Context: an optimization exercise on an open-source flow, tuned for small area. The choices shown serve that exercise and are no tape-out recipe. The RTL was checked by simulation tests, not by an equivalence proof against the original design. No activity file was given, so power comes from the tool's default toggle rates.

== exp/ember ==
// TX_MAC
module TX_MAC (
	TX_CLK,
	SYS_RST,
	TX_START,
	TX_BUSY,
	GMII_TXD,
	GMII_TX_EN,
	CONTROL_IN
);
input wire TX_CLK;
input wire SYS_RST;
input wire TX_START;
output wire TX_BUSY;
output wire [7:0] GMII_TXD;
output wire GMII_TX_EN;
input wire [7:0] CONTROL_IN;
reg tx_start_d;
reg tx_start_dd;
reg pre;	 
reg pay;	 
reg pad;	 
reg tail;	 
reg [7:0] cnt;
reg [7:0] hold;		 
wire [31:0] crc_out;
wire idle = ~(pre | pay | pad | tail);
wire crc_reset = idle | (pre & ~cnt[3]);
crc inst_crc(
  .data_in(GMII_TXD),
  .crc_en(1'b1),
  .crc_out(crc_out),
  .rst(crc_reset),
  .clk(TX_CLK)
);
always @(posedge TX_CLK) begin
	if(SYS_RST) begin
		tx_start_d <= 1'b0;
		tx_start_dd <= 1'b0;
	end
	else begin
		tx_start_d <= TX_START;
		tx_start_dd <= tx_start_d;
	end
end
wire pre_first = pre & (cnt[3:0] == 4'd0);
wire pre_55 = pre & ~cnt[3] & (cnt[2:0] != 3'd0);
wire pre_sfd = pre & cnt[3] & ~cnt[0];
wire pre_len = pre & cnt[3] & cnt[0];
wire out_hold = pre_len | (tail & ~cnt[3] & ~(cnt[2] & (cnt[1] | cnt[0])));	 
wire out_55 = pre_55 | pre_sfd;
assign TX_BUSY = ~idle;
assign GMII_TX_EN = ~idle & ~pre_first;
assign GMII_TXD = ({8{pay}} & cnt) | ({8{out_hold}} & hold) |
		  {pre_sfd, out_55, 1'b0, out_55, 1'b0, out_55, 1'b0, out_55};
wire min_len = cnt[7] | cnt[6] | (cnt[5] & cnt[4] & (cnt[3] | cnt[2] | cnt[1]));	 
wire pay_end = pay & (cnt == hold);
  ...
Size: ~280 cells after synthesis, ~54 flip-flops, roughly 21 I/O pins, about 2800 um^2 of cells after synthesis.
export LEC_CHECK = 0
export CAP_MARGIN = 20
export CORE_MARGIN = 2
export CORE_UTILIZATION = 40
export SLEW_MARGIN = 20
create_clock -name core_clock -period 8.0 [get_ports {TX_CLK}]
standard.sh (not shown) runs the stock make flow with config.mk's settings and CLKGATE_MAP_FILE= SYNTH_SCRIPT=/design/flow/synth_recipe.tcl, a recipe that flattens the netlist after the stock synthesis.
==> flow/flow/run.sh <==
#!/bin/bash
# The standard flow (standard.sh: the standard synthesis, then ORFS from
# floorplan to finish) with three changes that only affect cell sizing:
#  - port buffers use the smallest buffer cell (buf_1),
#  - combinational cells are swapped to their smallest drive strength right
#    after floorplanning (downsize.tcl); the later repair steps upsize again
#    where timing, slew or capacitance need it,
#  - the clock tree is built from clkbuf_8 without dummy loads.
# Every tool's output goes to standard.log (and ORFS's own logs).
set -e
HERE=$(pwd)
export BUFFER_PORTS_ARGS="-buffer_cell sky130_fd_sc_hd__buf_1"
export POST_FLOORPLAN_TCL="$HERE/flow/downsize.tcl"
export CTS_ARGS="-sink_clustering_enable -repair_clock_nets -dont_use_dummy_load -buf_list sky130_fd_sc_hd__clkbuf_8"
bash standard.sh > standard.log 2>&1
==> flow/flow/downsize.tcl <==
# Swap every combinational cell to the smallest-area cell of the same
# function (same base name, drive strength 0 or 1). Registers are kept.
set db [ord::get_db]
set block [ord::get_db_block]
set n 0
foreach inst [$block getInsts] {
  set name [[$inst getMaster] getName]
  if {![regexp {^(sky130_fd_sc_hd__[a-z0-9]+)_([0-9]+)$} $name -> base drv]} { continue }
  if {[regexp {__(df|edf|sdf|dl|clk|conb|tap|fill|decap|diode)} $base]} { continue }
  set best ""
  set best_area 1e9
  foreach d {0 1} {
    set m [$db findMaster ${base}_$d]
    if {$m == "NULL"} { continue }
    set a [expr {[$m getWidth] * [$m getHeight]}]
    if {$a < $best_area} { set best $m; set best_area $a }
  }
  if {$best == ""} { continue }
  set cur [$inst getMaster]
  if {[expr {[$cur getWidth] * [$cur getHeight]}] > $best_area} {
    $inst swapMaster $best
    incr n
  }
}
puts "downsize: swapped $n instances"
Setup changes, exp/ember to exp/cedar
- a change of CORE_UTILIZATION from 40 to 65
==> summary.txt <==
Compare exp/ember and exp/cedar | total power density per cell area higher: exp/cedar. Per the comparison of exp/cedar with exp/ember, net total in the final layout shrank by 1; number of ports placed on the die boundary held steady; placement-stage worst setup slack grew by 0.12 ns; largest incremental delay on the critical path grew by 0.11 ns; die area shrank by about 37%. exp/cedar vs. exp/ember: met1 usage in global routing has increased; switching power as a share of total power held; sequential share of power decreased 0.2 points. Each of the runs, namely exp/ember and exp/cedar, reached the end of the flow and came out clean. As far as total power consumption of the routed design is concerned, exp/ember and exp/cedar perform about the same.
--- input diff exp/cedar..exp/sierra ---
- a change of CORE_UTILIZATION from 65 to 40
==> flow/flow/run.sh <==
#!/bin/bash
# The standard flow (standard.sh) with changes that only affect how the
# logic is mapped and sized:
#  - synthesis is synth_recipe.tcl unchanged except that ABC maps with an
#    area-oriented script (flow/abc_area.script, see flow/abc_proc.tcl);
#  - port buffers use the smallest buffer cell (buf_1);
#  - combinational cells are swapped to their smallest drive strength right
#    after floorplanning (flow/downsize.tcl); the later repair steps upsize
#    again where timing, slew or capacitance need it;
#  - the clock tree is built from clkbuf_8 without dummy loads.
# Tool output: flow_synth.log / standard.log here, and ORFS's own logs.
set -e
HERE=$(pwd)
export FLOW_ABC_SCRIPT="$HERE/flow/abc_area.script"
{ head -n 1 synth_recipe.tcl; cat flow/abc_proc.tcl; tail -n +2 synth_recipe.tcl; } > my_synth.tcl
sed "s|SYNTH_SCRIPT=[^ ]*synth_recipe.tcl|SYNTH_SCRIPT=$HERE/my_synth.tcl|" standard.sh > my_standard.sh
grep -q "SYNTH_SCRIPT=$HERE/my_synth.tcl" my_standard.sh
export BUFFER_PORTS_ARGS="-buffer_cell sky130_fd_sc_hd__buf_1"
export POST_FLOORPLAN_TCL="$HERE/flow/downsize.tcl"
export CTS_ARGS="-sink_clustering_enable -repair_clock_nets -dont_use_dummy_load -buf_list sky130_fd_sc_hd__clkbuf_8"
bash my_standard.sh > standard.log 2>&1
==> flow/flow/abc_area.script (new file) <==
&get -n
&st
&dch
&nf -R 1000 -p
&put
==> flow/flow/abc_proc.tcl (new file) <==
# Map with an area-oriented ABC script (flow/abc_area.script) in place of the
# ABC script the standard synthesis passes; everything else is unchanged, so
# the registers are the standard synthesis's.
proc abc {args} {
  set i [lsearch -exact $args -script]
  if {$i >= 0} {
    lset args [expr {$i + 1}] $::env(FLOW_ABC_SCRIPT)
  }
  yosys abc {*}$args
}
Results
- exp/sierra reached the end of the flow, and the finished layout is clean on the timing, DRC and antenna checks.
- Row arrival time of data at the critical path endpoint: exp/sierra higher / exp/cedar lower
- Comparing exp/sierra and exp/cedar, the higher fraction of power consumed by combinational cells was measured on exp/cedar.
- Delta (exp/sierra minus exp/cedar): setup slack increased 0.12 ns; utilization after layout shows a reduction of 20 points.
- Wire length of the first global-routing pass up 110 um in exp/sierra wrt exp/cedar
- Looking at post-synthesis instance area across exp/sierra and exp/cedar, the one that comes out higher is exp/cedar.
- Relative to exp/cedar, the routability-driven placement congestion ratio measured on exp/sierra has decreased by a few percent.

-- afterwards: timing with drivers on the ports --
Ports are ideal in the flow. The routed layouts listed here were re-timed in OpenROAD. Step 1 (the two cells are an assumption about what drives the block):
set clk [get_ports {TX_CLK}]
set_driving_cell -lib_cell sky130_fd_sc_hd__clkbuf_16 $clk
set_driving_cell -lib_cell sky130_fd_sc_hd__buf_2 [delete_from_list [all_inputs] $clk]
Step 2 moves the port delays by t, midway between the first and last clock arrival at a register: inputs arrive t later, outputs are due t later. That takes back most of the time a late clock gives input paths. Three values: no drivers, after step 1, after step 2; two values: the first two.
run	shift t [ns]	slack for setup (ns)	worst setup path at the end
exp/ember	0.328	3.942 / 3.913 / 3.963	register to register
exp/cedar	0.328	3.861 / 3.834 / 4.001	register to register
exp/sierra	0.328	3.984 / 3.984 / 3.984	register to register
After both steps setup and hold are still met in every run listed.
